This design comes from an exercise in tuning for small area on the open sky130 flow, not from production work.
In this exercise RTL edits were held to simulation tests only and were not proved equivalent to the original.
The clock port is modelled as an ideal driver; clocking choices that lean on that would not hold on a real chip.
Power and IR drop assume default switching activity.

--- design.v ---
module i2c_wrapper #(
    parameter ADDR_WIDTH = 8,
    parameter DATA_WIDTH = 32
)(
    input  logic                    pclk,
    input  logic                    presetn,
    input  logic [ADDR_WIDTH-1:0]   paddr,
    input  logic                    psel,
    input  logic                    penable,
    input  logic                    pwrite,
    input  logic [DATA_WIDTH-1:0]   pwdata,
    output logic [DATA_WIDTH-1:0]   prdata,
    output logic                    pready,
    output logic                    pslverr,
    input  logic                    sda_in,
    output logic                    sda_out,
    output wire                     scl
);
    wire a_ctl = (paddr == 8'h00);
    wire a_adr = (paddr == 8'h04);
    wire a_reg = (paddr == 8'h08);
    wire a_din = (paddr == 8'h0C);
    wire a_out = (paddr == 8'h10);
    wire a_sts = (paddr == 8'h14);
    wire a_ok  = a_ctl | a_adr | a_reg | a_din | a_out | a_sts;
    wire acc = psel & penable;
    wire wr  = acc & pwrite;
    assign pready  = acc;
    assign pslverr = acc & (~a_ok | (pwrite & (a_out | a_sts)));
    reg  [3:1]  ctrl;                  
    reg  [31:0] r_adr, r_reg, r_din;   
    reg  [31:0] r_out;                 
    reg         v_adr, v_reg, v_din, v_out;
    reg         st_busy, st_err;       
    wire op   = ctrl[1];
    wire mode = ctrl[2];
    always @(posedge pclk or negedge presetn) begin
        if (!presetn) begin
            ctrl  <= 3'd0;
            v_adr <= 1'b0;
            v_reg <= 1'b0;
            v_din <= 1'b0;
        end else begin
            if (wr & a_ctl) ctrl[3:1] <= pwdata[3:1];
            if (wr & a_adr) v_adr <= 1'b1;
            if (wr & a_reg) v_reg <= 1'b1;
            if (wr & a_din) v_din <= 1'b1;
        end
    end
    always @(posedge pclk) begin
        if (wr & a_adr) r_adr <= pwdata;
        if (wr & a_reg) r_reg <= pwdata;
        if (wr & a_din) r_din <= pwdata;
    end
    localparam [3:0] IDLE = 4'd0,  START = 4'd1,  SLV  = 4'd2,  ACK_SA = 4'd3,
                     REG  = 4'd4,  ACK_RA = 4'd5, WRD  = 4'd6,  ACK_WR = 4'd7,
                     RDD  = 4'd8,  MACK = 4'd9,   MNACK = 4'd10, STOP = 4'd11,
                     ACK_N = 4'd12,    
                     PRE = 4'd13;      
    reg [3:0] state;
    reg [3:0] bitcnt;
    reg [1:0] byte_idx;
    reg [1:0] q;           
    reg [6:0] s;           
    reg       sda_t;
    reg       ack_err;
    reg [6:0] sa;          
    reg [7:0] sr;          
    reg [31:0] buf_q;      
    reg       sa_v, sr_v;
    wire busy = (state != IDLE) & (state != PRE);
    wire start_wr = wr & a_ctl & pwdata[0];
    wire term = s[6] & ~s[5] & s[4] & s[2] & s[0];    
    wire clk3 = (q == 2'd2) & term;
    wire clk4 = (q == 2'd3) & term;
    wire bit_last = bitcnt[3];
    always @(posedge pclk) begin
        if (!busy | term) s <= 7'd1;
        else              s <= {s[5:0], s[6] ^ s[5]};
        if (!busy)        q <= 2'd0;
        else if (term)    q <= q + 2'd1;
    end
    wire last_byte = mode ? (byte_idx == 2'd3) : (byte_idx == 2'd0);
    wire [1:0] tsel   = mode ? byte_idx : 2'd0;
    wire [2:0] bsel   = 3'd7 - bitcnt[2:0];
    wire tx_bit  = buf_q[{~tsel, 3'd7}];
    wire sa_bit  = (bitcnt[2:0] == 3'd7) ? op : (sa[bsel - 3'd1] & sa_v);
    wire sr_bit  = sr[bsel] & sr_v;
    wire sample = (state == RDD) & ~bit_last & clk3;
    wire rot    = (state == WRD) & ~bit_last & clk4;
    wire [3:0] sh;
    assign sh[0] = rot | (sample & (~mode | (byte_idx == 2'd3)));    
    assign sh[1] = rot | (sample & mode & (byte_idx == 2'd2));
    assign sh[2] = rot | (sample & mode & (byte_idx == 2'd1));
    assign sh[3] = rot | (sample & mode & (byte_idx == 2'd0));
    wire rd_enter = (state == ACK_RA) & clk4 & op;
    wire keep = busy & ~rd_enter;
    wire [31:0] prev;
    wire [31:0] buf_d;
    wire [3:0]  buf_en;
    genvar k;
    generate
        for (k = 0; k < 4; k = k + 1) begin : g_byte
            assign prev[8*k +: 8] = {buf_q[8*k +: 7], rot ? buf_q[8*k+7] : sda_in};
            assign buf_en[k] = ~busy | rd_enter | sh[k];
        end
    endgenerate
    assign buf_d = ({32{keep}} & prev) | ({32{~busy & v_din}} & r_din);
    integer i;
    always @(posedge pclk) begin
        for (i = 0; i < 4; i = i + 1)
            if (buf_en[i]) buf_q[8*i +: 8] <= buf_d[8*i +: 8];
        if (!busy) begin
            sa    <= r_adr[6:0];
            sr    <= r_reg[7:0];
            sa_v  <= v_adr;
            sr_v  <= v_reg;
        end
    end
    always @(posedge pclk or negedge presetn) begin
        if (!presetn) begin
            state    <= IDLE;
            sda_t    <= 1'b1;
            v_out    <= 1'b0;
        end else begin
            case (state)
            IDLE, PRE: begin
                sda_t   <= 1'b1;
                state   <= (state == PRE) ? START : start_wr ? PRE : IDLE;
            end
            START: begin
                sda_t  <= ~q[1];
                if (clk4) state <= SLV;
            end
            SLV, REG, WRD: begin
                if (!bit_last) begin
                    if (q == 2'd1)
                        sda_t <= (state == SLV) ? sa_bit : (state == REG) ? sr_bit : tx_bit;
                end else begin
                    state  <= state + 4'd1;
                end
            end
            ACK_SA, ACK_RA, ACK_WR: begin
                if (clk3 & sda_in) state <= ACK_N;
                if (clk4) begin
                    if (state == ACK_SA) begin
                        state <= REG;
                    end else if (state == ACK_RA) begin
                        state <= op ? RDD : WRD;
                    end else begin
                        if (last_byte) state <= STOP;
                        else state <= WRD;
                    end
                end
            end
            ACK_N: begin
                if (clk4) begin
                    state   <= STOP;
                end
            end
            RDD: begin
                if (!bit_last) begin
                end else begin
                    state  <= last_byte ? MNACK : MACK;
                end
            end
            MACK: begin
                sda_t  <= 1'b0;
                if (clk4) begin
                    state    <= RDD;
                end
            end
            MNACK: begin
                sda_t  <= ~clk4;
                if (clk4) begin
                    v_out <= 1'b1;
                    state <= STOP;
                end
            end
            STOP: begin
                sda_t  <= q[1];
                if (clk4) state <= start_wr ? PRE : IDLE;
            end
            default: state <= IDLE;
            endcase
        end
    end
    wire idle_like = ~busy;
    wire in_data   = (state == SLV) | (state == REG) | (state == WRD) | (state == RDD);
    wire bc_inc    = in_data & ~bit_last & clk4;
    wire bc_clr    = idle_like | (in_data & bit_last);
    wire bi_inc    = ((state == ACK_WR) & clk4 & ~last_byte) | ((state == MACK) & clk4);
    always @(posedge pclk) begin
        bitcnt   <= (bitcnt + {3'd0, bc_inc}) & {4{~bc_clr}};
        byte_idx <= (byte_idx + {1'b0, bi_inc}) & {2{~idle_like}};
        ack_err  <= (ack_err | ((state == ACK_N) & clk4)) & ~idle_like;
    end
    always @(posedge pclk) begin
        if ((state == MNACK) & clk4) r_out <= buf_q;
        st_busy <= busy;
        st_err  <= ack_err;
    end
    wire s_first = (s == 7'd1);
    assign scl = ~busy | (state == START) |
                 ((state == STOP) ? (q[1] | (q[0] & ~s_first))
                                  : (q[1] & (q[0] | ~s_first)));
    wire sda_en = ~(~busy | (state == ACK_SA) | (state == ACK_RA) |
                    (state == ACK_WR) | (state == ACK_N) | (state == RDD) |
                    ((state == START) & (q == 2'd0) & s_first));
    assign sda_out = ~sda_en | sda_t;
    wire s_adr = a_adr & v_adr;
    wire s_reg = a_reg & v_reg;
    wire s_din = a_din & v_din;
    wire s_out = a_out & v_out;
    assign prdata = ({32{s_adr}} & r_adr) | ({32{s_reg}} & r_reg) |
                    ({32{s_din}} & r_din) | ({32{s_out}} & r_out) |
                    {28'd0, {3{a_ctl}} & ctrl, 1'b0} | {30'd0, {2{a_sts}} & {st_err, st_busy}};
endmodule
--- flow/run.sh ---
#!/bin/bash
# Layout flow: the standard flow (standard.sh) with three changes.
#  1. After the standard synthesis, the combinational cells are mapped again
#     by ABC with an area-oriented script (flow/area.abc). The flip-flops
#     are black boxes in that step, so every register keeps its instance
#     name and cell type from the standard synthesis.
#  2. The ports are buffered with sky130_fd_sc_hd__buf_1.
#  3. Clock tree synthesis gets its own arguments (flow/cts_args.txt).
# Each tool's output goes to a log file of its own in this folder.
set -euo pipefail
LIB=$FLOW_HOME/platforms/sky130hd/lib/sky130_fd_sc_hd__tt_025C_1v80.lib
R=orfs/results/sky130hd/i2c_wrapper/base
DU=$(grep -A40 "DONT_USE_CELLS +=" $FLOW_HOME/platforms/sky130hd/config.mk | grep -oE "sky130_fd_sc_hd__[a-z0-9_]+" | sed 's/^/-dont_use /' | tr '\n' ' ')

bash standard.sh synth > 1_standard_synth.log 2>&1
cp $R/1_2_yosys.v std_synth.v
python3 flow/comb_lib.py $LIB comb.lib > 2_comb_lib.log 2>&1
yosys -p "read_liberty comb.lib; read_liberty -lib -nooverwrite $LIB; \
  read_verilog std_synth.v; hierarchy -check -top $FLOW_TOP; flatten; rename -hide w:*.*; hierarchy -top $FLOW_TOP; read_liberty -lib -nooverwrite $LIB; opt -purge; \
  abc -liberty $LIB $DU -script flow/area.abc; opt_clean -purge; \
  setundef -zero; \
  hilomap -singleton -hicell sky130_fd_sc_hd__conb_1 HI -locell sky130_fd_sc_hd__conb_1 LO; \
  insbuf -buf sky130_fd_sc_hd__buf_4 A X; opt_clean -purge; \
  check -assert -mapped; stat -liberty $LIB; \
  write_verilog -noattr -nohex -nodec reabc.v" > 3_reabc_yosys.log 2>&1
cp reabc.v $R/1_2_yosys.v
CTS=$(cat flow/cts_args.txt)
bash standard.sh 'BUFFER_PORTS_ARGS=-buffer_cell sky130_fd_sc_hd__buf_1' "CTS_ARGS=$CTS" finish > 4_standard_finish.log 2>&1
--- flow/area.abc ---
&get -n
&st
&dc2
&dch -f
&nf -R 1000 -p -a
&st
&dc2
&dch -f
&nf -R 1000 -p -a
&put
topo
dnsize
--- flow/comb_lib.py ---
# Writes a copy of a liberty file that keeps only the combinational cells
# (no ff, latch or statetable groups), so that yosys can read their functions
# while the sequential cells stay black boxes.
import re, sys
txt = open(sys.argv[1]).read()
starts = [m.start() for m in re.finditer(r'\n\s*cell \(', txt)]
head = txt[:starts[0]]
starts.append(txt.rindex('}'))
keep = []
for a, b in zip(starts, starts[1:]):
    seg = txt[a:b]
    if re.search(r'\b(ff|latch|statetable)\s*\(', seg):
        continue
    keep.append(seg)
open(sys.argv[2], 'w').write(head + ''.join(keep) + '\n}\n')
--- flow/cts_args.txt ---
-sink_clustering_enable -repair_clock_nets -dont_use_dummy_load -buf_list sky130_fd_sc_hd__clkbuf_4 -sink_clustering_size 10 -sink_clustering_max_diameter 40 -num_static_layers 1
--- standard.sh ---
#!/bin/bash
# synth_recipe.tcl (not shown) runs the flow's synth.tcl, then flattens the netlist and writes it again
# the make line also repeats each setting of config.mk as NAME=value (left out here)
make -C /OpenROAD-flow-scripts/flow DESIGN_CONFIG=/design/flow/config.mk WORK_HOME=/design/flow/orfs CLKGATE_MAP_FILE= SYNTH_SCRIPT=/design/flow/synth_recipe.tcl "${@:-finish}"
--- config.mk ---
export PLATFORM = sky130hd
export DESIGN_NAME = i2c_wrapper
export DESIGN_NICKNAME = i2c_wrapper
export VERILOG_FILES = /design/flow/design.v
export SDC_FILE = /design/flow/constraint.sdc
export NUM_CORES = 4
export LEC_CHECK = 0
export CAP_MARGIN = 0
export CORE_MARGIN = 2
export CORE_UTILIZATION = 40
export SLEW_MARGIN = 0
--- constraint.sdc ---
create_clock -name core_clock -period 10.0 [get_ports {pclk}]
set_input_delay 2.0000 -clock core_clock [delete_from_list [all_inputs] [get_ports {pclk}]]
set_output_delay 2.0000 -clock core_clock [all_outputs]
set_load 0.01 [all_outputs]
==> results.yml, run 1 <==
clock_tree:
  cts.reportedPaths.clkPinSlew_ns: 0.04
  hold_buffers: 0
  post-cts-setup-buffers: 0
  cts_buffers: 35
  clk_latency_ns: 0.63
  cts.repair.resized: 0
  cts-htree-levels: 2
  cts_tree: "done"
  cts_root_buf: "clkbuf_4"
  cts_buffer_depth: 3
  cts.sinks: 207
sta:
  slew_headroom: 0.179
  tightestPinTransition_ns: 1.22
  period_needed_ns: 6.66
  timing.fmax_ghz: 0.150
  finalHoldViolations: 0
  setup-violations-final: 0
  drv_slew: 0
  fin_skew_ns: 0.107
  post-route-period-util: 0.666
  rsz0062_at_grt: "no"
  fin_setup_tns_ns: 0
worst_setup_path:
  cp-start-kind: "input pin"
  end_kind: "primary output"
  reg2reg_depth: 7
  worstPathArrival_ns: 4.66
  worst-setup-path-type: "in2out"
  cp_max_fo: 21
  required_ns: 8.00
  ff2ff_setup_slack_ns: 6.11
floorplanning:
  die_x_um: 146
  row_count: 51
  initial_core_util: 0.410
  core_um2: 19600
  pin_count: 82
  fp.dieArea_um2: 21200
  die_y_um: 146
power:
  irDropWorstVdd_mv: 0.115
  power_frac_clock: 0.224
  p_comb_frac: 0.177
  leakage_nw: 3.03
  pwr-share-seq: 0.599
  p_int_w: 0.00137
  fin_total_pwr_w: 0.00192
  swShare: 0.286
  power_switching_w: 0.000549
  powerDensity_nw_per_um2: 212
outcome:
  status: "complete, no violations"
grt:
  grt_usage: 0.185
  grt_pass1_wl_mm: 30.5
  first_global_vias: 5557
  grt_max_degree: 34
  antenna_found_initial: 0
  grt.overflow.total: 0
routing:
  wl_mm: 19.6
  routedWlPerCell_um: 20.8
  via_count: 5387
  drc_errors: 0
  initialDrtViolationCount: 386
  via_per_inst: 5.70
  dr.pass1.iters: 5
  ant_nets: 0
finish:
  drive_above_1_share: 0.0824
  final_common_cell: "edfxtp_1"
  layout_common_cells: "edfxtp_1 (177), nand2_1 (82), buf_1 (81), clkbuf_4 (35)"
  syn2layout_area_growth_pct: 12.9
  stdcell_count: 945
  layout.nets: 728
  diodes: 0
yosys:
  synthesis.nets: 597
  yosysWarningCount: 1
  syn_inst: 551
  synth_area_um2: 8030
  avgSynthCellArea_um2: 14.6
worst_hold_path:
  min-delay-path-class: "reg2reg"
  hold_path_depth: 0
placement:
  gp_congestion: 0.891
  dp.cells: 910
  hpwl_mm: 12.2
  placement.io_buffers: 81
run:
  cap_violations: 0
worst max-delay path, stage by stage:
cell      delay [ns]
buf_1           0.06
or3_1           0.39
nor4_1          0.34
nand2_1         0.21
nor3b_2         0.81
buf_4           0.42
a222oi_1        0.15
nand2_1         0.10
buf_1           0.16
cell type report:
| type | instances | area, um^2 |
|---|---|---|
| inverters | 5 | 18.8 |
| clock buffers | 35 | 263 |
| multi-input cells | 339 | 2070 |
| well taps | 265 | 332 |
| repair buffers | 94 | 402 |
| fillers | 1774 | 10500 |
| flip-flops and latches | 207 | 5980 |
stage by stage:
| step | instance area, um^2 | hold WS, ns | setup slack, ns | util |
|---|---|---|---|---|
| global route | 9060 | 0.371 | 3.11 | 0.462 |
| detailed placement | 8800 | 0.342 | 3.30 | 0.449 |
| global placement | 8800 | 0.355 | 3.39 | 0.449 |
| finish | 9060 | 0.355 | 3.34 | 0.462 |
| CTS | 9060 | 0.355 | 3.30 | 0.462 |
| floorplan | 8030 | 0.331 | 2.85 | - |
metal layers:
metal  up-vias  part of all wire  GRT usage
met1      2605              0.41      0.237
met5         -                 0          0
met3        47             0.078     0.0420
met2       242              0.49      0.307
li1       2493                 -          -
met4         0             0.027     0.0721
power by group through the flow:
stage	clock (W)	combinational, W	sequential, W
2_1_floorplan	0	0.000237	0.00114
6_report	0.000430	0.000340	0.00115
3_3_place_gp	0	0.000335	0.00116
3_5_place_dp	0	0.000339	0.00117
5_1_grt	0.000483	0.000374	0.00116
4_1_cts	0.000451	0.000341	0.00115
final timing paths:
check,from,end
max reg2reg,state[2],buf_q[2]
max,paddr[7],prdata[14]
min,ack_err,st_err
max in group asynchronous,presetn,state[0]
min in group asynchronous,presetn,ctrl[3]
min reg2reg,ack_err,st_err
==> run 2, diff against run 1 <==
==> flow/cts_args.txt (replaced) <==
-sink_clustering_enable -repair_clock_nets -dont_use_dummy_load -buf_list sky130_fd_sc_hd__clkbuf_4 -root_buf sky130_fd_sc_hd__clkbuf_8 -sink_clustering_size 10 -sink_clustering_max_diameter 40 -sink_clustering_levels 1
==> run 2 against run 1 <==
Against the previous run:
- still clean
- non-clock buffer count is the same
- hold slack gained 0.00066 ns
- worst setup slack lost 0.014 ns
- sequential share of layout area shrank 0.23 points
- first-iteration DRC count grew 13%
- register-to-register slack lost 0.06 ns
- synthesized cell count is the same
- critical path type unchanged
- highest routed layer unchanged
==> results.yml, run 2 <==
grt:
  antenna_found_initial: 0
  busiest_layer: "met2"
  grt_usage: 0.184
  grt_pass1_wl_mm: 30.4
  grt_use_met2: 0.307
  grt_max_degree: 34
  groute.layer.met3.usage: 0.0404
  first_global_vias: 5556
  gr-usage-met1: 0.237
  grt.overflow.total: 0
finish:
  layout.nets: 728
  syn2layout_area_growth_pct: 13.3
  drive_above_1_share: 0.0824
  layout_common_cells: "edfxtp_1 (177), nand2_1 (82), buf_1 (81), nor2_1 (32), a22o_1 (32)"
  final_common_cell: "edfxtp_1"
  diodes: 0
  fillCellCount: 1767
  multi_input_area_um2: 2070
  seqCellArea_um2: 5980
power:
  powerDensity_nw_per_um2: 214
  irDropWorstVdd_mv: 0.103
  leakage_nw: 3.05
  fin_total_pwr_w: 0.00195
clock_tree:
  clk_latency_ns: 0.53
  cts_buffer_depth: 3
  cts_buffers: 35
  cts.sinks: 207
  post-cts-setup-buffers: 0
  cts.repair.resized: 0
  cts_tree: "done"
  hold_buffers: 0
  cts.reportedPaths.clkPinSlew_ns: 0.04
  cts_root_buf: "clkbuf_8"
  cts-htree-levels: 2
sta:
  fin_skew_ns: 0.0954
  timing.fmax_ghz: 0.150
  setup-violations-final: 0
  post-route-period-util: 0.667
  rsz0062_at_grt: "no"
  finalHoldViolations: 0
  period_needed_ns: 6.67
  tightestPinTransition_ns: 1.24
  fin_setup_tns_ns: 0
  slew_headroom: 0.165
  drv_slew: 0
floorplanning:
  pin_count: 82
  core_um2: 19600
  fp.dieArea_um2: 21200
  row_count: 51
  die_y_um: 146
  die_x_um: 146
  initial_core_util: 0.410
worst_hold_path:
  hold_start: "ack_err"
  hold_path_depth: 0
  hold_path_end: "st_err"
  min-delay-path-class: "reg2reg"
placement:
  gp_congestion: 0.891
  placement.io_buffers: 81
  hpwl_mm: 12.2
worst_setup_path:
  worst-setup-path-type: "in2out"
  end_kind: "primary output"
  worstPathArrival_ns: 4.67
  cp-start-kind: "input pin"
  reg2reg_depth: 7
  cp_max_fo: 21
  reg2reg_from: "state[2]"
  required_ns: 8.00
  ff2ff_setup_slack_ns: 6.05
  r2r-end: "buf_q[2]"
outcome:
  status: "complete, no violations"
routing:
  via_count: 5395
  dr.pass1.iters: 7
  wl_mm: 19.6
  initialDrtViolationCount: 438
  ant_nets: 0
  via_per_inst: 5.71
  drc_errors: 0
  routedWlPerCell_um: 20.7
yosys:
  avgSynthCellArea_um2: 14.6
  synthesis.nets: 597
  yosysWarningCount: 1
  synth_area_um2: 8030
  syn_inst: 551
run:
  cap_violations: 0
==> run 2: cell type report <==
class / instances / area share
clock buffers: 35 / 0.0323
well taps: 265 / 0.0365
flip-flops and latches: 207 / 0.658
inverters: 5 / 0.00206
multi-input cells: 339 / 0.227
repair buffers: 94 / 0.0442
==> run 2: how the worst max path moves through the flow <==
stage / slack [ns] / depth (start not counted) / to / startpoint
4_1_cts: 3.30 / 9 / prdata[14] / paddr[7]
5_1_grt: 3.11 / 9 / prdata[10] / paddr[7]
3_3_place_gp: 3.39 / 9 / prdata[8] / paddr[7]
6_report: 3.33 / 9 / prdata[14] / paddr[7]
3_5_place_dp: 3.30 / 9 / prdata[14] / paddr[7]
2_1_floorplan: 2.85 / 6 / prdata[10] / paddr[7]
==> run 2: worst max-delay path, cell delays in order <==
cell and delay (ns):
buf_1 0.06, or3_1 0.39, nor4_1 0.34, nand2_1 0.21, nor3b_2 0.82, buf_4 0.42, a222oi_1 0.15, nand2_1 0.11
buf_1 0.16
==> run 2: layer usage <==
metal / share of wire / routed length (um)
met5: 0 / 0
met4: 0.028 / 557
met3: 0.073 / 1420
met2: 0.48 / 9460
met1: 0.42 / 8150
==> run 2: report_power, final <==
group          total, W  internal (W)  switching, W
clock          0.000458      0.000184      0.000274
sequential      0.00115       0.00107     0.0000789
combinational  0.000340      0.000138      0.000202
==> run 2: per-stage QoR <==
step           hold slack [ns]  instance area (um^2)  instances  utilization  setup WS, ns
2_1_floorplan            0.331                  8030        551            -          2.85
3_3_place_gp             0.355                  8800        910        0.449          3.39
3_5_place_dp             0.342                  8800        910        0.449          3.30
4_1_cts                  0.355                  9090        945        0.464          3.30
5_1_grt                  0.370                  9090        945        0.464          3.11
6_report                 0.356                  9090        945        0.464          3.33
==> run 3, diff against run 2 <==
==> flow/cts_args.txt (replaced) <==
-sink_clustering_enable -repair_clock_nets -dont_use_dummy_load -buf_list sky130_fd_sc_hd__clkbuf_4 -sink_clustering_size 10 -sink_clustering_max_diameter 40
==> run 3 against run 2 <==
Against the previous run:
- maximum frequency is 0.19% lower
- clock skew grew 0.026 ns
- area after synthesis unchanged
- critical path depth unchanged
- total power decreased by 1.4%
- combinational power hardly changed
- still clean on timing, DRC and antenna
- utilization is 0.16 points lower
- non-clock buffer count unchanged
- clock power down 5.5%
- hold slack got worse by 0.0016 ns
- final area down 0.34%
==> results.yml, run 3 <==
worst_setup_path:
  cp_slowest_cell: "nor3b_2"
  slowest_delay_ns: 0.82
  reg2reg_depth: 7
  worst-setup-path-type: "in2out"
  r2r-end: "buf_q[2]"
  end_kind: "primary output"
  cp-start-kind: "input pin"
  worstPathArrival_ns: 4.68
  crit_chain: "buf_1 -> or3_1 -> nor4_1 -> nand2_1 -> nor3b_2 -> buf_4 -> a222oi_1 -> nand2_1 -> buf_1"
  critPathLaunch: "paddr[7]"
  required_ns: 8.00
  reg2reg_from: "state[2]"
  ff2ff_setup_slack_ns: 6.12
  cp_max_fo: 21
clock_tree:
  cts_buffer_depth: 3
  post-cts-setup-buffers: 0
  cts.reportedPaths.clkPinSlew_ns: 0.04
  clk_latency_ns: 0.65
  cts.repair.resized: 0
  cts_root_buf: "clkbuf_4"
  cts_tree: "done"
  cts_buffers: 35
  hold_buffers: 0
  cts-htree-levels: 2
  cts.sinks: 207
routing:
  dr.pass1.iters: 5
  top_layer_used: "met4"
  via_count: 5393
  wl_met3_mm: 1.42
  wl_mm: 19.6
  ant_nets: 0
  wl_met1_mm: 8.15
  wl_met2_mm: 9.49
  initialDrtViolationCount: 451
  drc_errors: 0
  routedWlPerCell_um: 20.8
  via_per_inst: 5.71
outcome:
  status: "complete, no violations"
sta:
  period_needed_ns: 6.68
  post-route-period-util: 0.668
  tightestPinTransition_ns: 1.23
  rsz0062_at_grt: "no"
  drv_slew: 0
  fin_skew_ns: 0.122
  finalHoldViolations: 0
  fin_setup_tns_ns: 0
  slew_headroom: 0.172
  timing.fmax_ghz: 0.150
  setup-violations-final: 0
placement:
  dp.cells: 910
  hpwl_mm: 12.2
  post_dp_cell_area_um2: 8800
  gp_congestion: 0.891
  placement.io_buffers: 81
finish:
  fin_area_um2: 9060
  syn2layout_area_growth_pct: 12.9
  diodes: 0
  final_common_cell: "edfxtp_1"
  stdcell_count: 945
  fillCellCount: 1773
  drive_above_1_share: 0.0824
  layout_common_cells: "edfxtp_1 (177), nand2_1 (82), buf_1 (81), clkbuf_4 (35)"
  layout.nets: 728
grt:
  grt_pass1_wl_mm: 30.5
  first_global_vias: 5535
  antenna_found_initial: 0
  grt_usage: 0.184
  grt_max_degree: 34
  grt.overflow.total: 0
yosys:
  syn_inst: 551
  synth_area_um2: 8030
  yosysWarningCount: 1
  synthesis.nets: 597
  avgSynthCellArea_um2: 14.6
floorplanning:
  fp.dieArea_um2: 21200
  core_um2: 19600
  die_x_um: 146
  pin_count: 82
  initial_core_util: 0.410
  die_y_um: 146
  row_count: 51
worst_hold_path:
  hold_path_end: "st_err"
  hold_path_depth: 0
  min-delay-path-class: "reg2reg"
  hold_start: "ack_err"
power:
  powerDensity_nw_per_um2: 212
  leakage_nw: 3.03
  irDropWorstVdd_mv: 0.103
run:
  cap_violations: 0
[run 3: power breakdown]
part | internal, W | total [W] | switching [W]
registers | 0.00107 | 0.00115 | 0.0000785
clock network | 0.000161 | 0.000433 | 0.000272
logic | 0.000138 | 0.000339 | 0.000201
[run 3: worst max-delay path by stage]
stage | slack [ns] | endpoint | cells after the start
3_3_place_gp | 3.39 | prdata[8] | 9
2_1_floorplan | 2.85 | prdata[10] | 6
4_1_cts | 3.30 | prdata[14] | 9
6_report | 3.32 | prdata[8] | 9
5_1_grt | 3.11 | prdata[10] | 9
3_5_place_dp | 3.30 | prdata[14] | 9
[run 3: through the flow]
stage | hold WS [ns] | setup WS [ns] | total power (W) | utilization
floorplan | 0.331 | 2.85 | 0.00137 | -
global placement | 0.355 | 3.39 | 0.00150 | 0.449
detailed placement | 0.342 | 3.30 | 0.00151 | 0.449
CTS | 0.355 | 3.30 | 0.00194 | 0.462
global route | 0.371 | 3.11 | 0.00202 | 0.462
finish | 0.354 | 3.32 | 0.00192 | 0.462
[run 3: layout make-up]
class	count	area, um^2	share of cell area
clock buffers	35	263	0.0290
inverters	5	18.8	0.00207
multi-input cells	339	2070	0.228
flip-flops and latches	207	5980	0.660
well taps	265	332	0.0366
repair buffers	94	402	0.0443
[run 3: worst max-delay path, delay by kind of cell]
kind	cells	cell delay, ns
simple gates	5	1.87
buf+inv	3	0.65
compound gates	1	0.16
[run 3: layer usage]
| metal | track usage | up-vias |
|---|---|---|
| met1 | 0.238 | 2648 |
| met2 | 0.307 | 213 |
| met4 | 0.0686 | 0 |
| met3 | 0.0420 | 47 |
| li1 | - | 2485 |
| met5 | 0 | - |
==> run 4, diff against run 3 <==
==> flow/run.sh (replaced) <==
#!/bin/bash
# Layout flow: the standard flow (standard.sh) with these changes.
#  1. After the standard synthesis, the combinational cells are mapped again
#     by ABC with an area-oriented script (flow/area.abc). The flip-flops
#     are black boxes in that step, so every register keeps its instance
#     name and cell type from the standard synthesis.
#  2. The ports are buffered with sky130_fd_sc_hd__buf_1.
#  3. The clock tree is built by flow/clock_tree.tcl (two balanced buffer
#     levels: one root buffer fed by the clock port, one leaf buffer per
#     group of nearby flip-flops), sourced at the start of ORFS's CTS step;
#     TritonCTS is then pointed at the clock port net only, which now has a
#     single sink, so it adds nothing. The rest of the CTS step (placement
#     legalisation, timing repair) runs as usual.
# Each tool's output goes to a log file of its own in this folder.
set -euo pipefail
LIB=$FLOW_HOME/platforms/sky130hd/lib/sky130_fd_sc_hd__tt_025C_1v80.lib
R=orfs/results/sky130hd/i2c_wrapper/base
DU=$(grep -A40 "DONT_USE_CELLS +=" $FLOW_HOME/platforms/sky130hd/config.mk | grep -oE "sky130_fd_sc_hd__[a-z0-9_]+" | sed 's/^/-dont_use /' | tr '\n' ' ')
export CLK_PORT=$(sed -n 's/.*create_clock.*get_ports {*\([A-Za-z0-9_]*\)}*.*/\1/p' constraint.sdc | head -1)

bash standard.sh synth > 1_standard_synth.log 2>&1
cp $R/1_2_yosys.v std_synth.v
python3 flow/comb_lib.py $LIB comb.lib > 2_comb_lib.log 2>&1
yosys -p "read_liberty comb.lib; read_liberty -lib -nooverwrite $LIB; \
  read_verilog std_synth.v; hierarchy -check -top $FLOW_TOP; flatten; rename -hide w:*.*; \
  hierarchy -top $FLOW_TOP; read_liberty -lib -nooverwrite $LIB; opt -purge; \
  abc -liberty $LIB $DU -script flow/area.abc; opt_clean -purge; \
  setundef -zero; \
  hilomap -singleton -hicell sky130_fd_sc_hd__conb_1 HI -locell sky130_fd_sc_hd__conb_1 LO; \
  insbuf -buf sky130_fd_sc_hd__buf_4 A X; opt_clean -purge; \
  check -assert -mapped; stat -liberty $LIB; \
  write_verilog -noattr -nohex -nodec reabc.v" > 3_reabc_yosys.log 2>&1
cp reabc.v $R/1_2_yosys.v
bash standard.sh 'BUFFER_PORTS_ARGS=-buffer_cell sky130_fd_sc_hd__buf_1' \
  "PRE_CTS_TCL=$PWD/flow/clock_tree.tcl" \
  "CTS_ARGS=-clk_nets $CLK_PORT -buf_list sky130_fd_sc_hd__clkbuf_4" \
  finish > 4_standard_finish.log 2>&1
==> flow/clock_tree.tcl (new file) <==
# Builds the clock tree by hand before ORFS's CTS step (sourced as
# PRE_CTS_TCL): the flip-flops are split into groups of at most
# CLK_GROUP by recursive median cuts of their placement, each group gets
# one leaf buffer at its centre, and one root buffer at the centre of the
# leaf buffers is driven by the clock port. Every flip-flop sees the same
# two buffer levels.
set leaf_cell sky130_fd_sc_hd__clkbuf_4
set root_cell sky130_fd_sc_hd__clkbuf_16
set group_max 10
if { [info exists ::env(CLK_GROUP)] } { set group_max $::env(CLK_GROUP) }
if { [info exists ::env(CLK_LEAF)] } { set leaf_cell $::env(CLK_LEAF) }
if { [info exists ::env(CLK_ROOT)] } { set root_cell $::env(CLK_ROOT) }

set db [ord::get_db]
set block [ord::get_db_block]
set clk_net [$block findNet $::env(CLK_PORT)]

set pts {}
foreach it [$clk_net getITerms] {
  set inst [$it getInst]
  set bb [$inst getBBox]
  set x [expr { ([$bb xMin] + [$bb xMax]) / 2 }]
  set y [expr { ([$bb yMin] + [$bb yMax]) / 2 }]
  lappend pts [list $x $y $it]
}
puts "clock_tree: [llength $pts] clock sinks"

proc split_groups { pts gmax } {
  set n [llength $pts]
  set g [expr { int(ceil(double($n) / $gmax)) }]
  if { $g <= 1 } { return [list $pts] }
  set xs [lmap p $pts { lindex $p 0 }]
  set ys [lmap p $pts { lindex $p 1 }]
  set dx [expr { [tcl::mathfunc::max {*}$xs] - [tcl::mathfunc::min {*}$xs] }]
  set dy [expr { [tcl::mathfunc::max {*}$ys] - [tcl::mathfunc::min {*}$ys] }]
  set k [expr { $dx >= $dy ? 0 : 1 }]
  set s [lsort -integer -index $k $pts]
  set g1 [expr { $g / 2 }]
  set n1 [expr { int(round(double($n) * $g1 / $g)) }]
  return [concat [split_groups [lrange $s 0 [expr { $n1 - 1 }]] $gmax] \
                 [split_groups [lrange $s $n1 end] $gmax]]
}

set groups [split_groups $pts $group_max]
puts "clock_tree: [llength $groups] groups"

set leaf_master [$db findMaster $leaf_cell]
set root_master [$db findMaster $root_cell]
set root [odb::dbInst_create $block $root_master clk_root_buf]
set root_net [odb::dbNet_create $block clk_root_net]
$root_net setSigType CLOCK
[$root findITerm X] connect $root_net

set i 0
set sx 0
set sy 0
foreach grp $groups {
  set leaf [odb::dbInst_create $block $leaf_master clk_leaf_buf_$i]
  set net [odb::dbNet_create $block clk_leaf_net_$i]
  $net setSigType CLOCK
  set cx 0
  set cy 0
  foreach p $grp {
    set it [lindex $p 2]
    $it disconnect
    $it connect $net
    set cx [expr { $cx + [lindex $p 0] }]
    set cy [expr { $cy + [lindex $p 1] }]
  }
  set cx [expr { $cx / [llength $grp] }]
  set cy [expr { $cy / [llength $grp] }]
  [$leaf findITerm X] connect $net
  [$leaf findITerm A] connect $root_net
  $leaf setLocation $cx $cy
  $leaf setPlacementStatus PLACED
  set sx [expr { $sx + $cx }]
  set sy [expr { $sy + $cy }]
  incr i
}
[$root findITerm A] connect $clk_net
$root setLocation [expr { $sx / $i }] [expr { $sy / $i }]
$root setPlacementStatus PLACED
global_connect
detailed_placement
puts "clock_tree: $i leaf buffers of $leaf_cell, root $root_cell"
removed: flow/cts_args.txt
==> run 4 against run 3 <==
Against the previous run:
- die area unchanged
- global-route usage is 0.78 points lower
- utilization shrank 0.40 points
- sequential cell count did not move
- largest power group unchanged
==> results.yml, run 4 <==
worst_setup_path:
  worst-setup-path-type: "in2out"
  worstPathArrival_ns: 4.67
  end_kind: "primary output"
  required_ns: 8.00
  reg2reg_depth: 7
  cp-start-kind: "input pin"
  reg2reg_from: "state[2]"
  crit_chain: "buf_1 -> or3_1 -> nor4_1 -> nand2_1 -> nor3b_2 -> buf_4 -> a222oi_1 -> nand2_1 -> buf_1"
  slowest_delay_ns: 0.82
  cp_max_fo: 21
  cp_slowest_cell: "nor3b_2"
  critPathLaunch: "paddr[7]"
  endpoint: "prdata[14]"
  ff2ff_setup_slack_ns: 6.00
  r2r-end: "buf_q[7]"
grt:
  antenna_found_initial: 0
  grt.overflow.total: 0
  grt_max_degree: 34
  grt_pass1_wl_mm: 30.1
  first_global_vias: 5409
  grt_usage: 0.177
worst_hold_path:
  min-delay-path-class: "reg2reg"
routing:
  routedWlPerCell_um: 20.7
  wl_mm: 19.3
  via_per_inst: 5.73
  drc_errors: 0
  via_count: 5348
  ant_nets: 0
  initialDrtViolationCount: 417
  dr.pass1.iters: 5
clock_tree:
  cts.repair.resized: 0
  post-cts-setup-buffers: 0
  hold_buffers: 0
  clk_latency_ns: 0.42
  cts.reportedPaths.clkPinSlew_ns: 0.12
finish:
  fin_util: 0.458
  drive_above_1_share: 0.0645
  layout.nets: 715
  fillCellCount: 1779
  syn2layout_area_growth_pct: 11.9
  layout_common_cells: "edfxtp_1 (177), nand2_1 (82), buf_1 (81), nor2_1 (32), a22o_1 (32)"
  final_common_cell: "edfxtp_1"
sta:
  fin_setup_tns_ns: 0
  setup_ws_ns: 3.33
  setup-violations-final: 0
  post-route-period-util: 0.667
  timing.fmax_ghz: 0.150
  period_needed_ns: 6.67
  drv_slew: 0
  slew_headroom: 0.141
  hold_slack_ns: 0.390
  tightestPinTransition_ns: 1.28
  rsz0062_at_grt: "no"
  finalHoldViolations: 0
  fin_skew_ns: 0.0274
floorplanning:
  die_x_um: 146
  pin_count: 82
  die_y_um: 146
  initial_core_util: 0.410
  core_um2: 19600
  fp.dieArea_um2: 21200
  row_count: 51
placement:
  place_ws_ns: 3.30
  placement.io_buffers: 81
  hpwl_mm: 12.2
  gp_congestion: 0.891
yosys:
  synth_area_um2: 8030
  avgSynthCellArea_um2: 14.6
  synthesis.nets: 597
  syn_inst: 551
  yosysWarningCount: 1
power:
  powerDensity_nw_per_um2: 206
  leakage_nw: 2.98
  fin_total_pwr_w: 0.00185
  irDropWorstVdd_mv: 0.102
run:
  cap_violations: 0
outcome:
  status: "complete, no violations"
[run 4: report_power, final]
group          internal, W  switching (W)  leakage (nW)
Clock             0.000116       0.000247         0.109
Combinational     0.000138       0.000202         0.972
Sequential         0.00107      0.0000782          1.90
[run 4: metal layers]
layer / vias up / routed length [um] / track usage
li1: 2460 / - / -
met3: 34 / 1500 / 0.0207
met5: - / 0 / 0
met4: 0 / 420 / 0.0382
met2: 243 / 9480 / 0.308
met1: 2611 / 7900 / 0.240
[run 4: area by class of cell]
cell class	count	area, um^2	area share
diodes	1	2.50	0.000279
repair buffers	94	402	0.0447
well taps	265	332	0.0369
inverters	5	18.8	0.00209
plain buffers	22	183	0.0203
flip-flops and latches	207	5980	0.666
multi-input cells	339	2070	0.230
[run 4: worst min-delay path by stage]
stage / startpoint / to / slack (ns) / cells past startpoint
floorplan: ack_err / st_err / 0.33 / 0
finish: ack_err / st_err / 0.39 / 0
CTS: ack_err / st_err / 0.35 / 0
global placement: ack_err / st_err / 0.35 / 0
detailed placement: ack_err / st_err / 0.34 / 0
global route: ack_err / st_err / 0.39 / 0
[run 4: through the flow]
stage	std cells	instance area, um^2
final	933	8980
after global routing	932	8980
after CTS	932	8980
after detailed placement	910	8800
after global placement	910	8800
after floorplan	551	8030
[run 4: worst max-delay path, delay by kind of cell]
kind            cells  cell delay (ns)
buf+inv             3             0.64
simple gates        5             1.85
compound gates      1             0.15
==> run 5, diff against run 4 <==
--- a/flow/clock_tree.tcl
+++ b/flow/clock_tree.tcl
@@ -6,7 +6,7 @@
 # two buffer levels.
 set leaf_cell sky130_fd_sc_hd__clkbuf_4
 set root_cell sky130_fd_sc_hd__clkbuf_16
-set group_max 10
+set group_max 8
 if { [info exists ::env(CLK_GROUP)] } { set group_max $::env(CLK_GROUP) }
 if { [info exists ::env(CLK_LEAF)] } { set leaf_cell $::env(CLK_LEAF) }
 if { [info exists ::env(CLK_ROOT)] } { set root_cell $::env(CLK_ROOT) }
==> run 5 against run 4 <==
Against the previous run:
- sequential power hardly changed
- area after synthesis stayed put
- die area stayed put
- clock skew is 0.0051 ns lower
- first-iteration DRC count is 6.2% lower
- total power is 1.5% higher
- critical path depth stayed put
- sequential share of layout area is 0.26 points lower
- hold slack worse by 0.029 ns
- utilization is 0.18 points higher
- critical path type unchanged
- highest routed layer unchanged
==> results.yml, run 5 <==
outcome:
  status: "complete, no violations"
yosys:
  yosysWarningCount: 1
  syn_inst: 551
  synthesis.nets: 597
  synth_area_um2: 8030
  avgSynthCellArea_um2: 14.6
placement:
  post_dp_cell_area_um2: 8800
  placement.io_buffers: 81
  place_ws_ns: 3.30
  gp_congestion: 0.891
  hpwl_mm: 12.2
routing:
  drc_errors: 0
  via_count: 5334
  wl_mm: 19.3
  ant_nets: 0
  initialDrtViolationCount: 391
  routedWlPerCell_um: 20.6
  dr.pass1.iters: 9
  via_per_inst: 5.69
floorplanning:
  die_y_um: 146
  initial_core_util: 0.410
  pin_count: 82
  row_count: 51
  die_x_um: 146
  fp.dieArea_um2: 21200
  core_um2: 19600
worst_setup_path:
  worst-setup-path-type: "in2out"
  cp_max_fo: 21
  cp-start-kind: "input pin"
  worstPathArrival_ns: 4.66
  end_kind: "primary output"
  required_ns: 8.00
sta:
  setup_ws_ns: 3.34
  period_needed_ns: 6.66
  rsz0062_at_grt: "no"
  drv_slew: 0
  fin_skew_ns: 0.0223
  tightestPinTransition_ns: 1.26
  finalHoldViolations: 0
  post-route-period-util: 0.666
  timing.fmax_ghz: 0.150
  slew_headroom: 0.151
  fin_setup_tns_ns: 0
  setup-violations-final: 0
grt:
  first_global_vias: 5451
  grt_usage: 0.176
  grt.overflow.total: 0
  grt_max_degree: 34
  grt_pass1_wl_mm: 30.1
  antenna_found_initial: 0
power:
  power_switching_w: 0.000532
  swShare: 0.283
  p_comb_frac: 0.181
  powerDensity_nw_per_um2: 208
  power_frac_clock: 0.207
  pwr-share-seq: 0.612
  irDropWorstVdd_mv: 0.113
  fin_total_pwr_w: 0.00188
  p_int_w: 0.00135
  leakage_nw: 3.01
finish:
  layout.nets: 720
  drive_above_1_share: 0.0714
  fin_util: 0.460
  syn2layout_area_growth_pct: 12.3
  diodes: 0
  fin_area_um2: 9020
  layout_common_cells: "edfxtp_1 (177), nand2_1 (82), buf_1 (81), nor2_1 (32), a22o_1 (32)"
  final_common_cell: "edfxtp_1"
clock_tree:
  cts.repair.resized: 0
  clk_latency_ns: 0.43
  post-cts-setup-buffers: 0
  hold_buffers: 0
  cts.reportedPaths.clkPinSlew_ns: 0.10
run:
  cap_violations: 0
worst_hold_path:
  min-delay-path-class: "reg2reg"
run 5: path summary, 6_finish.rpt:
kind | to | slack [ns] | depth (start not counted) | startpoint
max reg2reg | buf_q[4] | 5.99 | 7 | state[2]
min | st_err | 0.36 | 0 | ack_err
min in group asynchronous | state[1] | 1.63 | 1 | presetn
max | prdata[14] | 3.34 | 9 | paddr[7]
min reg2reg | st_err | 0.36 | 0 | ack_err
max in group asynchronous | v_out | 7.84 | 1 | presetn
run 5: area by class of cell:
| class | instances | area [um^2] |
|---|---|---|
| timing repair buffer | 94 | 402 |
| tap | 265 | 332 |
| fill | 1778 | 10600 |
| buffer | 27 | 220 |
| inverter | 5 | 18.8 |
| sequential | 207 | 5980 |
| multi-input combinational | 339 | 2070 |
run 5: layer usage:
| metal | vias to the layer above | global-route usage | share of wire |
|---|---|---|---|
| li1 | 2471 | - | - |
| met1 | 2605 | 0.238 | 0.41 |
| met2 | 222 | 0.306 | 0.50 |
| met3 | 36 | 0.0229 | 0.074 |
| met4 | 0 | 0.0402 | 0.020 |
| met5 | - | 0 | 0 |
run 5: power by group through the flow:
stage	Combinational, W	Sequential [W]	Clock [W]
3_5_place_dp	0.000339	0.00117	0
2_1_floorplan	0.000237	0.00114	0
5_1_grt	0.000374	0.00116	0.000438
4_1_cts	0.000341	0.00117	0.000283
3_3_place_gp	0.000335	0.00116	0
6_report	0.000340	0.00115	0.000389
run 5: worst max-delay path: stages:
cell,delay (ns)
buf_1,0.06
or3_1,0.39
nor4_1,0.34
nand2_1,0.20
nor3b_2,0.81
buf_4,0.42
a222oi_1,0.15
nand2_1,0.10
buf_1,0.17
run 5: metrics by stage:
stage | hold WS [ns] | instances
2_1_floorplan | 0.331 | 551
4_1_cts | 0.348 | 937
3_3_place_gp | 0.355 | 910
6_report | 0.361 | 937
5_1_grt | 0.374 | 937
3_5_place_dp | 0.342 | 910
==> run 6, diff against run 5 <==
--- a/flow/clock_tree.tcl
+++ b/flow/clock_tree.tcl
@@ -6,7 +6,7 @@
 # two buffer levels.
 set leaf_cell sky130_fd_sc_hd__clkbuf_4
 set root_cell sky130_fd_sc_hd__clkbuf_16
-set group_max 8
+set group_max 9
 if { [info exists ::env(CLK_GROUP)] } { set group_max $::env(CLK_GROUP) }
 if { [info exists ::env(CLK_LEAF)] } { set leaf_cell $::env(CLK_LEAF) }
 if { [info exists ::env(CLK_ROOT)] } { set root_cell $::env(CLK_ROOT) }
==> run 6 against run 5 <==
Against the previous run:
- hold slack got worse by 0.0021 ns
- final cell count shrank 0.32%
- die area unchanged
- still clean
- critical path type unchanged
- total power shrank 0.82%
- routed wire length up 0.18%
- register-to-register slack barely moved
==> results.yml, run 6 <==
sta:
  drv_slew: 0
  setup_ws_ns: 3.30
  period_needed_ns: 6.70
  fin_setup_tns_ns: 0
  post-route-period-util: 0.670
  hold_slack_ns: 0.359
  timing.fmax_ghz: 0.149
  tightestPinTransition_ns: 1.25
  slew_headroom: 0.159
  finalHoldViolations: 0
  rsz0062_at_grt: "no"
  setup-violations-final: 0
  fin_skew_ns: 0.0279
yosys:
  avgSynthCellArea_um2: 14.6
  syn_inst: 551
  synth_area_um2: 8030
  yosysWarningCount: 1
  synthesis.nets: 597
clock_tree:
  cts.reportedPaths.clkPinSlew_ns: 0.08
  hold_buffers: 0
  cts.repair.resized: 0
  clk_latency_ns: 0.43
  post-cts-setup-buffers: 0
power:
  pwr-share-seq: 0.616
  powerDensity_nw_per_um2: 207
  p_comb_frac: 0.182
  fin_total_pwr_w: 0.00186
  swShare: 0.284
  irDropWorstVdd_mv: 0.110
  power_frac_clock: 0.201
  power_switching_w: 0.000530
  p_int_w: 0.00133
  leakage_nw: 2.99
finish:
  multi_input_area_um2: 2070
  diodes: 0
  syn2layout_area_growth_pct: 12.0
  drive_above_1_share: 0.0673
  seqCellArea_um2: 5980
  final_common_cell: "edfxtp_1"
  layout.nets: 717
  layout_common_cells: "edfxtp_1 (177), nand2_1 (82), buf_1 (81), nor2_1 (32), a22o_1 (32)"
  fillCellCount: 1779
  fin_util: 0.459
floorplanning:
  die_y_um: 146
  core_um2: 19600
  fp.dieArea_um2: 21200
  pin_count: 82
  initial_core_util: 0.410
  die_x_um: 146
  row_count: 51
grt:
  grt_usage: 0.177
  antenna_found_initial: 0
  first_global_vias: 5408
  grt_pass1_wl_mm: 30.1
  grt.overflow.total: 0
  grt_max_degree: 34
worst_setup_path:
  cp_max_fo: 21
  cp-start-kind: "input pin"
  end_kind: "primary output"
  required_ns: 8.00
  ff2ff_setup_slack_ns: 5.99
  worst-setup-path-type: "in2out"
  worstPathArrival_ns: 4.70
placement:
  placement.io_buffers: 81
  hpwl_mm: 12.2
  gp_congestion: 0.891
  place_ws_ns: 3.30
routing:
  initialDrtViolationCount: 418
  wl_mm: 19.3
  ant_nets: 0
  via_per_inst: 5.72
  drc_errors: 0
  via_count: 5341
  dr.pass1.iters: 5
  routedWlPerCell_um: 20.7
outcome:
  status: "complete, no violations"
worst_hold_path:
  min-delay-path-class: "reg2reg"
run:
  cap_violations: 0
[run 6: metal layers]
layer	wire length, um	global-route usage
met5	0	0
met4	461	0.0392
met3	1410	0.0201
met2	9450	0.308
met1	8010	0.239
[run 6: power by group through the flow]
stage          registers (W)  clock network, W  logic, W
2_1_floorplan        0.00114                 0  0.000237
3_3_place_gp         0.00116                 0  0.000335
3_5_place_dp         0.00117                 0  0.000339
4_1_cts              0.00117          0.000268  0.000341
5_1_grt              0.00116          0.000419  0.000375
6_report             0.00115          0.000375  0.000340
[run 6: area by class of cell]
class / instances / area share
Buffer: 24 / 0.0220
Inverter: 5 / 0.00209
Multi-Input combinational cell: 339 / 0.230
Sequential cell: 207 / 0.665
Tap cell: 265 / 0.0369
Timing Repair Buffer: 94 / 0.0447
[run 6: final timing paths]
kind	start	endpoint	depth (start not counted)
hold reg to reg	ack_err	st_err	0
setup reg to reg	state[2]	buf_q[4]	7
max in group asynchronous	presetn	ctrl[3]	1
setup / recovery	paddr[7]	prdata[8]	9
hold / removal	ack_err	st_err	0
min in group asynchronous	presetn	state[2]	1
[run 6: critical path, cell delays in order]
cell and delay, ns:
buf_1 0.06, or3_1 0.39, nor4_1 0.34, nand2_1 0.20, nor3b_2 0.83, buf_4 0.43, a222oi_1 0.16, nand2_1 0.11
buf_1 0.16
[run 6: through the flow]
stage          std cells  instance area (um^2)
3_3_place_gp         910                  8800
3_5_place_dp         910                  8800
2_1_floorplan        551                  8030
6_report             934                  8990
5_1_grt              934                  8990
4_1_cts              934                  8990
==> run 7, diff against run 6 <==
--- a/flow/run.sh
+++ b/flow/run.sh
@@ -31,7 +31,10 @@
   check -assert -mapped; stat -liberty $LIB; \
   write_verilog -noattr -nohex -nodec reabc.v" > 3_reabc_yosys.log 2>&1
 cp reabc.v $R/1_2_yosys.v
+DU_NAMES=$(grep -A40 "DONT_USE_CELLS +=" $FLOW_HOME/platforms/sky130hd/config.mk | grep -oE "sky130_fd_sc_hd__[a-z0-9_]+" | tr '\n' ' ')
+BIGBUF="sky130_fd_sc_hd__buf_4 sky130_fd_sc_hd__buf_6 sky130_fd_sc_hd__buf_8 sky130_fd_sc_hd__buf_12 sky130_fd_sc_hd__buf_16"
 bash standard.sh 'BUFFER_PORTS_ARGS=-buffer_cell sky130_fd_sc_hd__buf_1' \
+  "DONT_USE_CELLS=$DU_NAMES $BIGBUF" \
   "PRE_CTS_TCL=$PWD/flow/clock_tree.tcl" \
   "CTS_ARGS=-clk_nets $CLK_PORT -buf_list sky130_fd_sc_hd__clkbuf_4" \
   finish > 4_standard_finish.log 2>&1
--- a/flow/clock_tree.tcl
+++ b/flow/clock_tree.tcl
@@ -6,7 +6,7 @@
 # two buffer levels.
 set leaf_cell sky130_fd_sc_hd__clkbuf_4
 set root_cell sky130_fd_sc_hd__clkbuf_16
-set group_max 9
+set group_max 10
 if { [info exists ::env(CLK_GROUP)] } { set group_max $::env(CLK_GROUP) }
 if { [info exists ::env(CLK_LEAF)] } { set leaf_cell $::env(CLK_LEAF) }
 if { [info exists ::env(CLK_ROOT)] } { set root_cell $::env(CLK_ROOT) }
==> run 7 against run 6 <==
Against the previous run:
- critical path type unchanged
- final area grew 0.18%
- largest cell class unchanged
- final cell count shrank 0.11%
- maximum frequency shrank 5.5%
- utilization grew 0.083 points
- critical endpoint is now prdata[30]
- worst setup slack lost 0.39 ns
- sequential power is essentially flat
- sequential share of layout area shrank 0.12 points
==> results.yml, run 7 <==
worst_setup_path:
  cp-start-kind: "input pin"
  cp_max_fo: 22
  ff2ff_setup_slack_ns: 6.10
  crit_buf_inv: 3
  required_ns: 8.00
  crit_top_cell: "buf_1"
  cp_slowest_cell: "and4b_1"
  worst-setup-path-type: "in2out"
  worstPathArrival_ns: 5.09
  end_kind: "primary output"
  crit_chain: "buf_1 -> or3_1 -> or4_1 -> and4b_1 -> dlygate4sd1_1 -> a222oi_1 -> nand2_1 -> buf_1"
  slowest_delay_ns: 1.04
  crit_family: "simple AND/OR/NAND/NOR gates"
finish:
  drive_above_1_share: 0.0524
  fillCellCount: 1759
  diodes: 0
  final_common_cell: "edfxtp_1"
  multi_input_area_um2: 2070
  syn2layout_area_growth_pct: 12.3
  fin_util: 0.460
  layout_common_cells: "edfxtp_1 (177), nand2_1 (82), buf_1 (81), nor2_1 (32), a22o_1 (32)"
  layout.nets: 716
  seqCellArea_um2: 5980
floorplanning:
  row_count: 51
  pin_count: 82
  core_um2: 19600
  initial_core_util: 0.410
  die_y_um: 146
  fp.dieArea_um2: 21200
  die_x_um: 146
yosys:
  syn_inst: 551
  synth_area_um2: 8030
  avgSynthCellArea_um2: 14.6
  synthesis.nets: 597
  yosysWarningCount: 1
grt:
  first_global_vias: 5445
  grt_max_degree: 34
  grt_pass1_wl_mm: 30.4
  grt.overflow.total: 0
  antenna_found_initial: 0
  grt_usage: 0.176
routing:
  ant_nets: 0
  initialDrtViolationCount: 473
  wl_mm: 19.1
  drc_errors: 0
  via_count: 5327
  dr.pass1.iters: 7
  via_per_inst: 5.71
  routedWlPerCell_um: 20.5
placement:
  place_ws_ns: 2.87
  hpwl_mm: 12.4
  placement.io_buffers: 81
  gp_congestion: 0.834
sta:
  post-route-period-util: 0.709
  timing.fmax_ghz: 0.141
  fin_skew_ns: 0.0285
  drv_slew: 0
  period_needed_ns: 7.09
  slew_headroom: 0.193
  hold_slack_ns: 0.350
  tightestPinTransition_ns: 1.20
  setup-violations-final: 0
  rsz0062_at_grt: "no"
  finalHoldViolations: 0
  fin_setup_tns_ns: 0
  setup_ws_ns: 2.91
run:
  cap_violations: 0
power:
  irDropWorstVdd_mv: 0.105
  leakage_nw: 3.01
  powerDensity_nw_per_um2: 205
clock_tree:
  cts.reportedPaths.clkPinSlew_ns: 0.11
  hold_buffers: 0
  cts.repair.resized: 0
  clk_latency_ns: 0.43
  post-cts-setup-buffers: 0
worst_hold_path:
  min-delay-path-class: "reg2reg"
outcome:
  status: "complete, no violations"
-- run 7: final cells by class --
type | count | share of cell area
flip-flops and latches | 207 | 0.663
multi-input cells | 339 | 0.229
repair buffers | 95 | 0.0480
well taps | 265 | 0.0368
plain buffers | 22 | 0.0203
inverters | 5 | 0.00208
-- run 7: final timing paths --
check                          from    endpoint  cells after the start
setup reg to reg           state[2]    buf_q[7]                      7
hold reg to reg             ack_err      st_err                      0
max in group asynchronous   presetn       v_out                      1
min in group asynchronous   presetn     ctrl[1]                      1
setup / recovery           paddr[7]  prdata[30]                      8
hold / removal              ack_err      st_err                      0
-- run 7: layer usage --
layer,track usage,share of wire
met3,0.0235,0.068
met2,0.295,0.48
met1,0.249,0.43
met5,0,0
met4,0.0358,0.019
-- run 7: where the power goes --
group	internal, W	switching, W	total (W)
logic	0.000136	0.000201	0.000338
registers	0.00107	0.0000823	0.00115
clock network	0.000116	0.000243	0.000359
total	0.00132	0.000527	0.00185
-- run 7: metrics by stage --
| step | cells | instance area [um^2] | power, W |
|---|---|---|---|
| 6_report | 933 | 9010 | 0.00185 |
| 5_1_grt | 933 | 9010 | 0.00195 |
| 3_3_place_gp | 911 | 8830 | 0.00150 |
| 2_1_floorplan | 551 | 8030 | 0.00137 |
| 3_5_place_dp | 911 | 8830 | 0.00151 |
| 4_1_cts | 933 | 9010 | 0.00177 |
==> run 8, diff against run 7 <==
--- a/flow/run.sh
+++ b/flow/run.sh
@@ -31,10 +31,7 @@
   check -assert -mapped; stat -liberty $LIB; \
   write_verilog -noattr -nohex -nodec reabc.v" > 3_reabc_yosys.log 2>&1
 cp reabc.v $R/1_2_yosys.v
-DU_NAMES=$(grep -A40 "DONT_USE_CELLS +=" $FLOW_HOME/platforms/sky130hd/config.mk | grep -oE "sky130_fd_sc_hd__[a-z0-9_]+" | tr '\n' ' ')
-BIGBUF="sky130_fd_sc_hd__buf_4 sky130_fd_sc_hd__buf_6 sky130_fd_sc_hd__buf_8 sky130_fd_sc_hd__buf_12 sky130_fd_sc_hd__buf_16"
 bash standard.sh 'BUFFER_PORTS_ARGS=-buffer_cell sky130_fd_sc_hd__buf_1' \
-  "DONT_USE_CELLS=$DU_NAMES $BIGBUF" \
   "PRE_CTS_TCL=$PWD/flow/clock_tree.tcl" \
   "CTS_ARGS=-clk_nets $CLK_PORT -buf_list sky130_fd_sc_hd__clkbuf_4" \
   finish > 4_standard_finish.log 2>&1
--- a/flow/clock_tree.tcl
+++ b/flow/clock_tree.tcl
@@ -3,10 +3,14 @@
 # CLK_GROUP by recursive median cuts of their placement, each group gets
 # one leaf buffer at its centre, and one root buffer at the centre of the
 # leaf buffers is driven by the clock port. Every flip-flop sees the same
-# two buffer levels.
+# two buffer levels. A group whose estimated load (pins plus half-perimeter
+# wire) is large gets the stronger leaf buffer, to keep its clock slew low.
 set leaf_cell sky130_fd_sc_hd__clkbuf_4
 set root_cell sky130_fd_sc_hd__clkbuf_16
-set group_max 10
+set group_max 12
+set big_leaf_cell sky130_fd_sc_hd__clkbuf_8
+# estimated leaf load in fF: 1.75 per clock pin + 0.3 per um of half-perimeter
+set big_load_ff 36.5
 if { [info exists ::env(CLK_GROUP)] } { set group_max $::env(CLK_GROUP) }
 if { [info exists ::env(CLK_LEAF)] } { set leaf_cell $::env(CLK_LEAF) }
 if { [info exists ::env(CLK_ROOT)] } { set root_cell $::env(CLK_ROOT) }
@@ -45,6 +49,9 @@
 puts "clock_tree: [llength $groups] groups"
 
 set leaf_master [$db findMaster $leaf_cell]
+set big_master [$db findMaster $big_leaf_cell]
+set dbu [$block getDbUnitsPerMicron]
+set nbig 0
 set root_master [$db findMaster $root_cell]
 set root [odb::dbInst_create $block $root_master clk_root_buf]
 set root_net [odb::dbNet_create $block clk_root_net]
@@ -55,7 +62,18 @@
 set sx 0
 set sy 0
 foreach grp $groups {
-  set leaf [odb::dbInst_create $block $leaf_master clk_leaf_buf_$i]
+  set xs [lmap p $grp { lindex $p 0 }]
+  set ys [lmap p $grp { lindex $p 1 }]
+  set hp [expr { double([tcl::mathfunc::max {*}$xs] - [tcl::mathfunc::min {*}$xs] + \
+                        [tcl::mathfunc::max {*}$ys] - [tcl::mathfunc::min {*}$ys]) / $dbu }]
+  set load [expr { 1.75 * [llength $grp] + 0.3 * $hp }]
+  if { $load > $big_load_ff } {
+    set m $big_master
+    incr nbig
+  } else {
+    set m $leaf_master
+  }
+  set leaf [odb::dbInst_create $block $m clk_leaf_buf_$i]
   set net [odb::dbNet_create $block clk_leaf_net_$i]
   $net setSigType CLOCK
   set cx 0
@@ -82,4 +100,4 @@
 $root setPlacementStatus PLACED
 global_connect
 detailed_placement
-puts "clock_tree: $i leaf buffers of $leaf_cell, root $root_cell"
+puts "clock_tree: $i leaf buffers ($nbig of them $big_leaf_cell, the rest $leaf_cell), root $root_cell"
--- a/config.mk
+++ b/config.mk
@@ -7,5 +7,5 @@
 export LEC_CHECK = 0
 export CAP_MARGIN = 0
 export CORE_MARGIN = 2
-export CORE_UTILIZATION = 40
+export CORE_UTILIZATION = 60
 export SLEW_MARGIN = 0
==> run 8 against run 7 <==
Against the previous run:
- first-iteration DRC count grew 33%
- hold slack gained 0.0062 ns
- still clean on timing, DRC and antenna
- via count shrank 0.68%
- combinational power is essentially flat
- total power shrank 0.40%
- global-route usage grew 7.6 points
- largest power group unchanged
- sequential cell count is the same
==> results.yml, run 8 <==
outcome:
  status: "complete, no violations"
floorplanning:
  row_count: 42
  initial_core_util: 0.611
  core_um2: 13100
  pin_count: 82
  fp.dieArea_um2: 14300
  die_y_um: 120
  die_x_um: 120
finish:
  layout.nets: 710
  diodes: 0
  seqCellArea_um2: 5980
  fin_util: 0.674
  fillCellCount: 972
  drive_above_1_share: 0.0589
  multi_input_area_um2: 2070
  layout_common_cells: "edfxtp_1 (177), nand2_1 (82), buf_1 (81), nor2_1 (32), a22o_1 (32)"
  stdcell_count: 838
  syn2layout_area_growth_pct: 10.3
  final_common_cell: "edfxtp_1"
placement:
  hpwl_mm: 11.2
  placement.io_buffers: 81
  gp_congestion: 0.901
  dp.cells: 819
routing:
  routedWlPerCell_um: 21.6
  via_count: 5291
  via_per_inst: 6.31
  drc_errors: 0
  wl_mm: 18.1
  dr.pass1.iters: 8
  ant_nets: 0
  initialDrtViolationCount: 627
power:
  powerDensity_nw_per_um2: 208
  irDropWorstVdd_mv: 0.125
  fin_total_pwr_w: 0.00184
  leakage_nw: 2.97
worst_hold_path:
  hold_start: "ack_err"
  hold_path_end: "st_err"
  min-delay-path-class: "reg2reg"
  hold_path_depth: 0
clock_tree:
  hold_buffers: 0
  post-cts-setup-buffers: 0
  clk_latency_ns: 0.41
  cts.reportedPaths.clkPinSlew_ns: 0.08
  cts.repair.resized: 0
worst_setup_path:
  ff2ff_setup_slack_ns: 5.95
  r2r-end: "buf_q[0]"
  worstPathArrival_ns: 4.57
  cp_max_fo: 23
  end_kind: "primary output"
  reg2reg_depth: 7
  required_ns: 8.00
  worst-setup-path-type: "in2out"
  cp-start-kind: "input pin"
  reg2reg_from: "state[2]"
sta:
  slew_headroom: 0.0776
  period_needed_ns: 6.57
  finalHoldViolations: 0
  tightestPinTransition_ns: 1.37
  timing.fmax_ghz: 0.152
  fin_setup_tns_ns: 0
  fin_skew_ns: 0.0384
  drv_slew: 0
  post-route-period-util: 0.657
  rsz0062_at_grt: "no"
  setup-violations-final: 0
grt:
  grt_pass1_wl_mm: 28.3
  first_global_vias: 5130
  grt_max_degree: 34
  grt.overflow.total: 0
  antenna_found_initial: 0
  grt_usage: 0.252
run:
  cap_violations: 0
yosys:
  syn_inst: 551
  synth_area_um2: 8030
  avgSynthCellArea_um2: 14.6
  yosysWarningCount: 1
  synthesis.nets: 597
-- run 8: worst max-delay path by stage --
| stage | start | endpoint | depth (start not counted) |
|---|---|---|---|
| after global placement | paddr[7] | prdata[14] | 9 |
| after detailed placement | paddr[7] | prdata[13] | 9 |
| after floorplan | paddr[7] | prdata[10] | 6 |
| final | paddr[7] | prdata[13] | 9 |
| after global routing | paddr[7] | prdata[8] | 9 |
| after CTS | paddr[7] | prdata[13] | 9 |
-- run 8: layer usage --
metal  vias up  global-route usage  part of all wire
met5         -                   0                 0
met4         0              0.0412             0.018
met3        25              0.0261             0.069
met2       215               0.418              0.48
met1      2604               0.376              0.43
li1       2447                   -                 -
-- run 8: final cells by class --
| cell class | instances | share of cell area |
|---|---|---|
| Buffer | 19 | 0.0202 |
| Sequential cell | 207 | 0.675 |
| Timing Repair Buffer | 92 | 0.0437 |
| Inverter | 5 | 0.00212 |
| Tap cell | 176 | 0.0249 |
| Multi-Input combinational cell | 339 | 0.234 |
-- run 8: per-stage QoR --
stage	worst slack [ns]	area [um^2]	hold slack, ns
after floorplan	2.85	8030	0.331
after CTS	3.41	8850	0.343
after detailed placement	3.42	8670	0.341
after global placement	3.60	8670	0.343
after global routing	3.17	8850	0.373
final	3.43	8850	0.356
-- run 8: power by group --
group / switching (W) / internal, W
Sequential: 0.0000767 / 0.00107
Clock: 0.000241 / 0.000115
Combinational: 0.000204 / 0.000136
Total: 0.000521 / 0.00132
-- run 8: worst max-delay path, cell delays in order --
cell and delay (ns):
buf_1 0.07, or3_1 0.41, nor4_1 0.43, nand2_1 0.23, nor3b_2 0.60, buf_4 0.41, a222oi_1 0.16, nand2_1 0.10
buf_1 0.15

[afterwards: timing with drivers on the ports]
How much do the figures lean on ideal ports? The routed layouts below were timed once more, with nothing changed but the port constraints. Step 1 (the two cells are an assumption about what drives the block):
set clk [get_ports {pclk}]
set_driving_cell -lib_cell sky130_fd_sc_hd__clkbuf_16 $clk
set_driving_cell -lib_cell sky130_fd_sc_hd__buf_2 [delete_from_list [all_inputs] $clk]
Step 2 moves the port delays by t, midway between the first and last clock arrival at a register: inputs arrive t later, outputs are due t later. That takes back most of the time a late clock gives input paths. Three values: ideal ports, drivers, drivers and shift; two values: the first two.
run | t (ns) | setup slack, ns | latest minus earliest clock arrival (ns)
run 1 | 0.617 | 3.344 / 3.317 / 3.317 | 0.110 / 0.110
run 2 | 0.525 | 3.330 / 3.303 / 3.303 | 0.097 / 0.097
run 3 | 0.630 | 3.318 / 3.291 / 3.291 | 0.123 / 0.124
run 4 | 0.448 | 3.327 / 3.300 / 3.300 | 0.028 / 0.028
run 5 | 0.463 | 3.340 / 3.313 / 3.313 | 0.022 / 0.023
run 6 | 0.452 | 3.302 / 3.276 / 3.276 | 0.028 / 0.028
run 7 | 0.452 | 2.909 / 2.888 / 2.888 | 0.029 / 0.028
run 8 | 0.431 | 3.427 / 3.407 / 3.407 | 0.039 / 0.040
After both steps setup and hold are still met in every run listed.
